Background: an optimization exercise with open tools, aiming at small area. Do not read the settings as production practice.
Function was checked by simulation only, so behaviour that the tests miss may differ from the original.
Power and IR drop assume default switching activity.

### flow/config.mk
export PLATFORM = sky130hd
export DESIGN_NAME = CPU
export DESIGN_NICKNAME = CPU
export VERILOG_FILES = /design/flow/design.v
export SDC_FILE = /design/flow/constraint.sdc
export NUM_CORES = 4
export LEC_CHECK = 0
export CAP_MARGIN = 20
export CORE_MARGIN = 2
export CORE_UTILIZATION = 40
export SLEW_MARGIN = 20
### flow/constraint.sdc
create_clock -name core_clock -period 10.0 [get_ports {clock}]
set_input_delay 2.0000 -clock core_clock [delete_from_list [all_inputs] [get_ports {clock}]]
set_output_delay 2.0000 -clock core_clock [all_outputs]
set_load 0.01 [all_outputs]
### flow/design.v
`timescale 1ns / 1ps
module CPU(
	input clock,						
	input[15:0] d_datain,			 
	input enable,						
	input[15:0] i_datain,			 
	input reset,						
	input start,						
	output [7:0] d_addr,			
	output [15:0] d_dataout,	 
	output d_we,					
	output [7:0] i_addr			
    );
	parameter idle = 1'b0;
	parameter exec = 1'b1;
	reg[1:0]	state, next_state;
	parameter NOP = 5'b00000;
	parameter HALT = 5'b00001;
	parameter LOAD = 5'b00010;
	parameter STORE = 5'b00011;
	parameter LDIH = 5'b10000;
	parameter ADD = 5'b01000;
	parameter ADDI = 5'b01001;
	parameter ADDC = 5'b10001;
	parameter SUB = 5'b10010;
	parameter SUBI = 5'b10011;
	parameter SUBC = 5'b10100;
	parameter CMP = 5'b01100;
	parameter AND = 5'b01101;
	parameter OR = 5'b01110;
	parameter NOT = 5'b10111;
	parameter XOR = 5'b01111;
	parameter SLL = 5'b00100;
	parameter SRL = 5'b00110;
	parameter SLA = 5'b00101;
	parameter SRA = 5'b00111;
	parameter SLR = 5'b01010;
	parameter SRR = 5'b01011;
	parameter JUMP = 5'b11000;
	parameter JMPR = 5'b11001;
	parameter BZ = 5'b11010;
	parameter BNZ = 5'b11011;
	parameter BN = 5'b11100;
	parameter BNN = 5'b11101;
	parameter BC = 5'b11110;
	parameter BNC = 5'b11111;
	parameter INC = 5'b10101;
	parameter DEC = 5'b10110;
	reg[15:0] id_ir;
	reg[15:0] ex_ir;
	reg[15:0] mem_ir;
	reg[15:0] wb_ir;
	reg[15:0] reg_A;
	reg[15:0] reg_B;
	reg[15:0] reg_C;
	reg[15:0] reg_C1;
	reg[15:0] smdr;
	reg[15:0] smdr1;
	reg[2:0] flag;						 
	reg dw;
	reg[15:0] gr[0:7];
	reg[7:0] pc;
	assign i_addr = pc;
	assign d_we = dw;
	assign d_dataout = smdr1;
	assign d_addr = ((mem_ir[15:11] == LOAD)||(mem_ir[15:11] == STORE)) ? reg_C[7:0] : 8'b0000_0000;
	wire[15:0] mem_fwd = (mem_ir[15:11] == LOAD) ? d_datain : reg_C;
	wire[15:0] result;
	wire carry;
	reg[4:0] operation;
	always@(*)
	begin
		case(ex_ir[15:11])
			LOAD:operation <= 5'b00100;	 
			STORE:operation <= 5'b00000;	 
			LDIH:operation <= 5'b00000;	 
			ADD:operation <= 5'b00000;		 
			ADDI:operation <= 5'b00000;	 
			ADDC:operation <= 5'b00001;	 
			SUB:operation <= 5'b00010;		 
			SUBI:operation <= 5'b00010;	 
			SUBC:operation <= 5'b00011;	 
			INC:operation <= 5'b10000;		 
			DEC:operation <= 5'b10001;		 
			JUMP:operation <= 5'b00000;	 
			JMPR:operation <= 5'b00000;	 
			BZ:operation <= 5'b00000;		 
			BNZ:operation <= 5'b00000;		 
			BN:operation <= 5'b00000;		 
			BNN:operation <= 5'b00000;		 
			BC:operation <= 5'b00001;		 
			BNC:operation <= 5'b00001;		 
			CMP:operation <= 5'b00101;		 
			AND:operation <= 5'b00110;		 
			OR:operation <= 5'b00111;		 
			XOR:operation <= 5'b01000;		 
			NOT:operation <= 5'b01001;		 
			SLL:operation <= 5'b01010;		 
			SRL:operation <= 5'b01100;		 
			SLA:operation <= 5'b01011;		 
			SRA:operation <= 5'b01101;		 
			SLR:operation <= 5'b01110;		 
			SRR:operation <= 5'b01111;		 
			default: operation <= 5'b11111;
		endcase
	end
	ALU op(operation,reg_A,reg_B,flag[0],result,carry);
	always@(posedge clock or negedge reset)
	begin
		if(!reset)	state <= idle;
		else	state <= next_state;
	end
	always@(*)
	case(state)
		idle:
			if((enable == 1'b1)&&(start == 1'b1))	next_state <= exec;
			else	next_state <= idle;
		exec:
			if((enable == 1'b0)||(wb_ir[15:11] == HALT))	next_state <= idle;
			else	next_state <= exec;
		default:	next_state <= idle;
	endcase
	always@(posedge clock or negedge reset)
	begin
		if(!reset)
		begin
			id_ir <= 16'b0000_0000_0000_0000;
			pc <= 8'b0000_0000;
		end
		else if(state == exec)
		begin
			if((id_ir[15:11] == LOAD && i_datain[15:11] == ADD &&  (id_ir[10:8] == i_datain[2:0] || id_ir[10:8] == i_datain[6:4]))||
				(id_ir[15:11] == LOAD && i_datain[15:11] == ADDC && (id_ir[10:8] == i_datain[2:0] || id_ir[10:8] == i_datain[6:4]))||
				(id_ir[15:11] == LOAD && i_datain[15:11] == SUB && (id_ir[10:8] == i_datain[2:0] || id_ir[10:8] == i_datain[6:4]))||
				(id_ir[15:11] == LOAD && i_datain[15:11] == SUBC && (id_ir[10:8] == i_datain[2:0] || id_ir[10:8] == i_datain[6:4]))||
				(id_ir[15:11] == LOAD && i_datain[15:11] == OR && (id_ir[10:8] == i_datain[2:0] || id_ir[10:8] == i_datain[6:4]))||
				(id_ir[15:11] == LOAD && i_datain[15:11] == XOR && (id_ir[10:8] == i_datain[2:0] || id_ir[10:8] == i_datain[6:4]))||
				(id_ir[15:11] == LOAD && i_datain[15:11] == AND && (id_ir[10:8] == i_datain[2:0] || id_ir[10:8] == i_datain[6:4])))
			begin
				id_ir <= 16'b0000_0000_0000_0000;
				pc <= pc;
			end
			else if((id_ir[15:11] == LOAD && i_datain[15:11] == 	LOAD && id_ir[10:8] == i_datain[6:4])||
				(id_ir[15:11] == LOAD && i_datain[15:11] == STORE && id_ir[10:8] == i_datain[6:4])||
				(id_ir[15:11] == LOAD && i_datain[15:11] == INC && id_ir[10:8] == i_datain[6:4])||
				(id_ir[15:11] == LOAD && i_datain[15:11] == DEC && id_ir[10:8] == i_datain[6:4])||
				(id_ir[15:11] == LOAD && i_datain[15:11] == NOT && id_ir[10:8] == i_datain[6:4])||
				(id_ir[15:11] == LOAD && i_datain[15:11] == SLL && id_ir[10:8] == i_datain[6:4])||
				(id_ir[15:11] == LOAD && i_datain[15:11] == SRL && id_ir[10:8] == i_datain[6:4])||
				(id_ir[15:11] == LOAD && i_datain[15:11] == SLA && id_ir[10:8] == i_datain[6:4])||
				(id_ir[15:11] == LOAD && i_datain[15:11] == SRA && id_ir[10:8] == i_datain[6:4])||
				(id_ir[15:11] == LOAD && i_datain[15:11] == SLR && id_ir[10:8] == i_datain[6:4])||
				(id_ir[15:11] == LOAD && i_datain[15:11] == SRR && id_ir[10:8] == i_datain[6:4]))
				begin
				id_ir <= 16'b0000_0000_0000_0000;
				pc <= pc;
				end
			else if((id_ir[15:11] == LOAD && i_datain[15:11] == LDIH && id_ir[10:8] == i_datain[10:8])||
				(id_ir[15:11] == LOAD && i_datain[15:11] == ADDI && id_ir[10:8] == i_datain[10:8])||
				(id_ir[15:11] == LOAD && i_datain[15:11] == SUBI && id_ir[10:8] == i_datain[10:8]))
				begin
				id_ir <= 16'b0000_0000_0000_0000;
				pc <= pc;
				end
			else if(((mem_ir[15:11] == BZ) && (flag[1] == 1'b1))||
				((mem_ir[15:11] == BNZ) && (flag[1] == 1'b0))||
				((mem_ir[15:11] == BN) && (flag[2] == 1'b1))||
				((mem_ir[15:11] == BNN) && (flag[2] == 1'b0))||
				((mem_ir[15:11] == BC) && (flag[0] == 1'b1))||
				((mem_ir[15:11] == BNC) && (flag[0] == 1'b0))||
				(mem_ir[15:11] == JMPR)||(mem_ir[15:11] == JUMP))
				begin
				pc <= reg_C[7:0];
				id_ir <= i_datain;
				end
			else
				begin
				pc <= pc+1;
				id_ir <= i_datain;
				end
		end
	end
	always@(posedge clock or negedge reset)
	begin
		if(!reset)
		begin
			ex_ir <= 16'b0000_0000_0000_0000;
			reg_B <= 16'b0000_0000_0000_0000;
			reg_A <= 16'b0000_0000_0000_0000;
			smdr <= 16'b0000_0000_0000_0000;
		end
		else if(state == exec)
		begin
			ex_ir <= id_ir;
			if((id_ir[15:11] == BZ)||
				(id_ir[15:11] == BNZ)||
				(id_ir[15:11] == BC)||
				(id_ir[15:11] == BNC)||
				(id_ir[15:11] == BN)||
				(id_ir[15:11] == BNN)||
				(id_ir[15:11] == JMPR)||
				(id_ir[15:11] == LDIH)||
				(id_ir[15:11] == ADDI)||
				(id_ir[15:11] == SUBI))
				reg_A <= gr[id_ir[10:8]];
			else if(id_ir[15:11] == JUMP)
				reg_A <= 16'b0000_0000_0000_0000;
			else
				reg_A <= gr[id_ir[6:4]];
			if((id_ir[15:11] == LOAD)||
				(id_ir[15:11] == STORE)||
				(id_ir[15:11] == SLL)||
				(id_ir[15:11] == SRL)||
				(id_ir[15:11] == SLA)||
				(id_ir[15:11] == SRA)||
				(id_ir[15:11] == SLR)||
				(id_ir[15:11] == SRR))
				reg_B <= {12'b0000_0000_0000, id_ir[3:0]};
			else if((id_ir[15:11] == ADDI)||
				(id_ir[15:11] == SUBI)||
				(id_ir[15:11] == JUMP)||
				(id_ir[15:11] == JMPR)||
				(id_ir[15:11] == BZ)||
				(id_ir[15:11] == BNZ)||
				(id_ir[15:11] == BN)||
				(id_ir[15:11] == BNN)||
				(id_ir[15:11] == BC)||
				(id_ir[15:11] == BNC))
				reg_B <= {8'b0000_0000, id_ir[7:0]};
			else if(id_ir[15:11] == LDIH)
				reg_B <= {id_ir[7:0],8'b0000_0000};
			else if((id_ir[15:11] == ADD)||
				(id_ir[15:11] == ADDC)||
				(id_ir[15:11] == SUB)||
				(id_ir[15:11] == SUBC)||
				(id_ir[15:11] == CMP)||
				(id_ir[15:11] == AND)||
				(id_ir[15:11] == OR)||
				(id_ir[15:11] == XOR))
				reg_B <= gr[id_ir[2:0]];
			else
				reg_B <= 16'b0000_0000_0000_0000;
			if((id_ir[15:11] == ADD)||
				(id_ir[15:11] == ADDC)||
				(id_ir[15:11] == SUB)||
				(id_ir[15:11] == SUBC)||
				(id_ir[15:11] == CMP)||
				(id_ir[15:11] == AND)||
				(id_ir[15:11] == OR)||
				(id_ir[15:11] == NOT)||
				(id_ir[15:11] == XOR)||
				(id_ir[15:11] == INC)||
				(id_ir[15:11] == DEC)||
				(id_ir[15:11] == SLL)||
				(id_ir[15:11] == SRL)||
				(id_ir[15:11] == SLA)||
				(id_ir[15:11] == SRA)||
				(id_ir[15:11] == SLR)||
				(id_ir[15:11] == SRR))
				begin
					if(id_ir[6:4] == ex_ir[10:8])
						reg_A <= result;
					if(id_ir[6:4] == mem_ir[10:8])
						reg_A <= mem_fwd;
					if(id_ir[6:4] == wb_ir[10:8])
						reg_A <= reg_C1;
				end
			if((id_ir[15:11] == LDIH)||
				(id_ir[15:11] == SUBI)||
				(id_ir[15:11] == ADDI))
				begin
					if(id_ir[10:8] == ex_ir[10:8])
						reg_A <= result;
				end
			if((id_ir[15:11] == ADD)||
				(id_ir[15:11] == ADDC)||
				(id_ir[15:11] == SUB)||
				(id_ir[15:11] == SUBC)||
				(id_ir[15:11] == CMP)||
				(id_ir[15:11] == AND)||
				(id_ir[15:11] == OR)||
				(id_ir[15:11] == XOR))
				begin
					if(id_ir[3:0] == ex_ir[10:8])
						reg_B <= result;
					if(id_ir[3:0] == mem_ir[10:8])
						reg_B <= mem_fwd;
					if(id_ir[3:0] == wb_ir[10:8])
						reg_B <= reg_C1;
				end
			if(id_ir[15:11] == STORE)
				smdr <= gr[id_ir[10:8]];
			else
				smdr <= 16'b0000_0000_0000_0000;
		end
	end
	always@(posedge clock or negedge reset)
	begin
		if(!reset)
		begin
			mem_ir <= 16'b0000_0000_0000_0000;
			flag  <= 3'b000;
			reg_C <= 16'b0000_0000_0000_0000;
			dw <= 1'b0;
			smdr1 <= 16'b0000_0000_0000_0000;
		end
		else if(state == exec)
		begin
			mem_ir <= ex_ir;
			reg_C <= result;
			if(result == 16'b0000_0000_0000_0000)
				flag[1] <= 1'b1;
			else
				flag[1] <= 1'b0;
			if(result[15] == 1'b1)
				flag[2] <= 1'b1;
			else
				flag[2] <= 1'b0;
			if(ex_ir[15:11] == STORE)
				dw <= 1'b1;
			else
				dw <= 1'b0;
			if(ex_ir[15:11] == STORE)
				smdr1 <= smdr;
			else
				smdr1 <= 16'b0000_0000_0000_0000;
			if((ex_ir[15:11] == ADDC)||
				(ex_ir[15:11] == SUBC)||
				(ex_ir[15:11] == BC)||
				(ex_ir[15:11] == BNC)||
				(ex_ir[15:11] == CMP))
				flag[0] <= carry;
			else
				flag[0] <= 1'b0;
		end
	end
	always@(posedge clock or negedge reset)
	begin
		if(!reset)
		begin
			wb_ir <= 16'b0000_0000_0000_0000;
			reg_C1 <= 16'b0000_0000_0000_0000;
		end
		else if(state == exec)
		begin
			wb_ir <= mem_ir;
			if(mem_ir[15:11] == LOAD)
				reg_C1 <= d_datain;
			else
				reg_C1 <= reg_C;	
		end
	end
	always@(posedge clock)
	begin
		if(state == exec)
		begin
			if((wb_ir[15:11] == LOAD)||
				(wb_ir[15:11] == LDIH)||
				(wb_ir[15:11] == ADD)||
				(wb_ir[15:11] == ADDI)||
				(wb_ir[15:11] == ADDC)||
				(wb_ir[15:11] == SUB)||
				(wb_ir[15:11] == SUBI)||
				(wb_ir[15:11] == SUBC)||
				(wb_ir[15:11] == INC)||
				(wb_ir[15:11] == DEC)||
				(wb_ir[15:11] == AND)||
				(wb_ir[15:11] == OR)||
				(wb_ir[15:11] == NOT)||
				(wb_ir[15:11] == XOR)||
				(wb_ir[15:11] == SLL)||
				(wb_ir[15:11] == SRL)||
				(wb_ir[15:11] == SLA)||
				(wb_ir[15:11] == SRA)||
				(wb_ir[15:11] == SLR)||
				(wb_ir[15:11] == SRR))
				gr[wb_ir[10:8]] <= reg_C1;
			else;
		end
		else;
	end
endmodule
module ALU(
	input[4:0] select,
	input[15:0] in1,
	input[15:0] in2,
	input flag,									 
	output reg[15:0] out,
	output reg carry							 
	);
	reg[16:0] test;
	always@(*)
	begin
		carry = 1'b0;
		test = 17'b0;
		case(select)
			5'b00000:out = in1 + in2;		 
			5'b00001:							 
			begin
				test = in1 + in2 + flag;
				out = in1 + in2 + flag;
				if(test[16] == 1'b1)
					carry = 1'b1;
				else
					carry = 1'b0;
			end
			5'b00010:out = in1 - in2;		 
			5'b00011:							 
			begin
				if(in1 >= in2)
				begin
					out = in1 - in2;
					carry = 1'b0;
				end
				else
				begin
					out = in1 - in2;
					carry = 1'b1;
				end
			end
			5'b00100:out = in1;				 
			5'b00101:							 
			begin
				out = in1 - in2;
				if(in1 >= in2) carry = 1'b0;
				else carry = 1'b1;
			end
			5'b00110:out = in1 & in2;		 
			5'b00111:out = in1 | in2;		 
			5'b01000:out = in1 ^ in2;		 
			5'b01001:out = ~in1;				 
			5'b01010:out = in1 << in2;		 
			5'b01011:out = in1 << in2;		 
			5'b01100:out = in1 >> in2;		 
			5'b01101:							 
			begin
				if(in1[15] == 1'b0)
					out = in1 >> in2;
				else
					out = ~(~in1>>in2);
			end
			5'b01110:out = (in1 << in2) + (in1 >> (16 - in2)); 
			5'b01111:out = (in1 >> in2) + (in1 << (16 - in2)); 
			5'b10000:out = in1 + 1;		 
			5'b10001:out = in1 - 1;		 
			default:out = 0;
		endcase
	end
endmodule
### flow/run.sh
#!/bin/bash
# synth_recipe.tcl (not shown) runs the flow's synth.tcl, then flattens the netlist and writes it again
# the make line also repeats each setting of config.mk as NAME=value (left out here)
make -C /OpenROAD-flow-scripts/flow DESIGN_CONFIG=/design/flow/config.mk WORK_HOME=/design/flow/orfs CLKGATE_MAP_FILE= SYNTH_SCRIPT=/design/flow/synth_recipe.tcl finish
==> impl_metrics.env <==
export IMPL_outcome="finished clean"
export IMPL_fin_crit_sh=0.729
export IMPL_die_h_um=251
export IMPL_fillers=5762
export IMPL_synth_top_area_frac=0.158
export IMPL_syn_nets=2705
export IMPL_io_pins=69
export IMPL_fp_dieW_um=251
export IMPL_fin_hold_ws_ns=0.495
export IMPL_start_util=0.403
export IMPL_syn_inst=2563
export IMPL_power_frac_seq=0.221
export IMPL_antenna_found_initial=1
export IMPL_vias=22300
export IMPL_p_comb_frac=0.665
export IMPL_synthTopCellsByArea="edfxtp_1 (16%), dfrtp_1 (15%), mux4_2 (13%), ha_1 (5.1%), mux2i_1 (4.4%)"
export IMPL_min_path_type="flop to flop"
export IMPL_fin_nets=2666
export IMPL_cp_arrival_ns=7.69
export IMPL_p_leak_nw=10.1
export IMPL_relSlewSlack=0.130
export IMPL_port_buffer_count=68
export IMPL_seq_area_sq_um=7560
export IMPL_ys_flop_type="dfrtp_1"
export IMPL_avgRoutedWirePerCell_um=29.6
export IMPL_grt_max_degree=76
export IMPL_period_needed_ns=7.29
export IMPL_syn2layout_area_growth_pct=9.59
export IMPL_setup_violations_final=0
export IMPL_synth_edf_count=128
export IMPL_grt_first_pass_wirelength_um=144000
export IMPL_synth_cell_types=94
export IMPL_worstSetupPathType="flop to flop"
export IMPL_postLayoutCellArea_sq_um=26600
export IMPL_slew_violations=0
export IMPL_netSwitchingFraction=0.535
export IMPL_fin_setup_tns_ns=0
export IMPL_p_clk_frac=0.114
export IMPL_firstDrtPassIters=7
export IMPL_tritoncts="built"
export IMPL_insertion_delay_ns=0.56
export IMPL_die_area_sq_um=62800
export IMPL_switching_power_w=0.00483
export IMPL_root_buffer="clkbuf_16"
export IMPL_rsz0062_at_grt="false"
export IMPL_place_gp_congestion=1.03
export IMPL_finalNonFillerCells=3326
export IMPL_ir_drop_mv=0.200
export IMPL_clock_skew_ns=0.0237
export IMPL_cts_setup_buffers=0
export IMPL_crit_path_end_kind="flop"
export IMPL_core_area_sq_um=60200
export IMPL_track_usage=0.306
export IMPL_hold_buffers=0
export IMPL_drt_iter0_drc=2767
export IMPL_fmax_ghz=0.137
export IMPL_start_kind="flop"
export IMPL_mappedNetlistArea_sq_um=24300
export IMPL_maxCapViolations=0
export IMPL_overflow=0
export IMPL_async_reset_ff_frac=0.536
export IMPL_ant_nets=0
export IMPL_intPower_w=0.00420
export IMPL_cts_buffers=27
export IMPL_tightestPinTransition_ns=1.30
export IMPL_seq_area_frac_synth=0.310
export IMPL_power_total_w=0.00904
export IMPL_drive_gt1_frac=0.133
export IMPL_rows=90
export IMPL_diodes=0
export IMPL_cp_data_required_time_ns=10.40
export IMPL_hpwl_um=74300
export IMPL_post_place_cells=3277
export IMPL_grt_pass1_vias=21300
export IMPL_drc_errors=0
export IMPL_power_density_nw_per_um2=339
export IMPL_yosysTopAreaCell="edfxtp_1"
export IMPL_ys_ff_latch=276
export IMPL_clk_pin_slew_ns=0.07
export IMPL_postSynthAreaPerCell_sq_um=9.48
export IMPL_path_max_fanout=33
export IMPL_detail_route_wirelength_um=98600
export IMPL_viasPerCell=6.69
export IMPL_cts_htree_levels=1
export IMPL_ctsResizeCount=0
export IMPL_clkSinkCount=276
export IMPL_hold_viol_final=0
export IMPL_yosysWarnings=2
export IMPL_clk_path_buf_depth=3
export IMPL_multi_input_comb_area_sq_um=15800
export IMPL_place_area_sq_um=25800
## final timing paths
| check | from | end | slack [ns] | depth (start not counted) |
|---|---|---|---|---|
| max | reg_B[0]$_DFFE_PN0P_ | reg_B[12]$_DFFE_PN0P_ | 2.71 | 22 |
| min | smdr[3]$_DFFE_PN0P_ | smdr[3]$_DFFE_PN0P_ | 0.49 | 1 |
| max reg2reg | reg_B[0]$_DFFE_PN0P_ | reg_B[12]$_DFFE_PN0P_ | 2.71 | 22 |
| min reg2reg | smdr[3]$_DFFE_PN0P_ | smdr[3]$_DFFE_PN0P_ | 0.49 | 1 |
| max in group asynchronous | reset | reg_B[0]$_DFFE_PN0P_ | 6.74 | 3 |
| min in group asynchronous | reset | id_ir[9]$_DFFE_PN0P_ | 1.38 | 1 |
## cell usage in the layout (no fill, tap or decap), types with 37 or more instances in the layout
cell type	n
a211oi_1	47
a21oi_1	142
a22o_1	38
buf_4	62
clkdlybuf4s50_1	67
dfrtp_1	142
edfxtp_1	128
ha_1	100
inv_1	73
mux2i_1	106
mux4_2	136
nand2_1	200
nand3_1	37
nor2_1	233
nor3_1	62
o211ai_1	38
o21ai_0	153
o22ai_1	43
xnor2_1	46
xor2_1	50
## cell type report
class,count,share of cell area
Clock inverter,18,0.00690
Tap cell,782,0.0367
Clock buffer,31,0.0259
Sequential cell,276,0.284
Inverter,81,0.0114
Multi-Input combinational cell,2007,0.592
Timing Repair Buffer,131,0.0436
## power groups by stage
| stage | Combinational [W] | Clock, W | Sequential, W |
|---|---|---|---|
| finish | 0.00601 | 0.00103 | 0.00200 |
| global route | 0.00630 | 0.00109 | 0.00203 |
| CTS | 0.00582 | 0.00105 | 0.00198 |
| detailed placement | 0.00580 | 0 | 0.00200 |
| global placement | 0.00580 | 0 | 0.00198 |
| floorplan | 0.00399 | 0 | 0.00177 |
## critical path, cell delays in order, from the launching register on
cell and delay [ns]:
dfrtp_2 0.41, inv_1 0.06, buf_4 0.36, ha_1 0.38, nor3b_1 0.36, nor2_1 0.09
or3_1 0.58, or2_2 0.49, o32ai_1 0.36, ha_1 0.24, inv_1 0.06, fa_1 0.45
nor2b_1 0.16, o31a_1 0.25, o2111ai_1 0.22, nand3_1 0.18, nor4_1 0.06, a2111oi_0 0.56
nand3_1 0.13, a221oi_1 1.03, a221oi_1 0.25, a221oi_1 0.29, o221ai_1 0.14
## cell families after synthesis
family	share of synthesized area
AND/OR/NAND/NOR	0.156
AO/OA/AOI/OAI	0.213
buffers and inverters	0.0450
flip-flops	0.310
multiplexers	0.184
adder cells (fa/ha/maj)	0.0564
XOR/XNOR	0.0353
## layer usage
layer,GRT usage,up-vias,share of wire
met3,0.0291,260,0.068
met5,0,-,0.00011
met4,0.167,2,0.064
met1,0.391,11000,0.39
li1,-,9798,-
met2,0.512,1160,0.48
## cells in the mapped netlist, types with 38 or more instances
cell      number
xor2_1        51
edfxtp_1     128
a211oi_1      48
o211ai_1      38
nor3_1        66
dfrtp_1      148
xnor2_1       47
o22ai_1       43
nand2_1      200
inv_1         73
o21ai_0      153
clkbuf_1     140
a21oi_1      142
ha_1         100
mux4_2       136
a22o_1        38
nor2_1       233
mux2i_1      106
## stage by stage
step | util | worst slack, ns
after floorplan | - | 3.71
final | 0.442 | 2.71
after detailed placement | 0.428 | 3.05
after global routing | 0.442 | 2.39
after global placement | 0.427 | 3.22
after CTS | 0.442 | 3.03
## flip-flops by register name, indices dropped and copies added, names as in the netlist
signal  count
ex_ir       8
smdr       16
mem_ir      8
wb_ir       8
dw          1
state       1
reg_C      16
pc          8
gr        128
reg_B      16
flag        2
id_ir      16
reg_C1     16
smdr1      16
reg_A      16

## static timing again, ports no longer ideal
In the flow no input, the clock included, has a driving cell. The finished layout below was timed again as built, in two steps.
Step 1, drivers: a clkbuf_16 drives clock and a buf_2 each remaining input, both assumed.
Step 2 adds t to the input delays and takes it off the output delays; t is the mean of the earliest and latest rising clock arrival at the registers after step 1. Input paths then give back, and output paths get back, about the clock's delay inside the block.
a / b / c = ideal ports / drivers / drivers and shift; a / b = the first two.
shift t [ns]: 0.605
slack for setup (ns): 2.711 / 2.711 / 2.711
hold WS [ns]: 0.495 / 0.495 / 0.495
After both steps this run still meets setup and hold. The setup slack of this run moves by 0.000 ns with the drivers and by 0.000 ns with both steps.
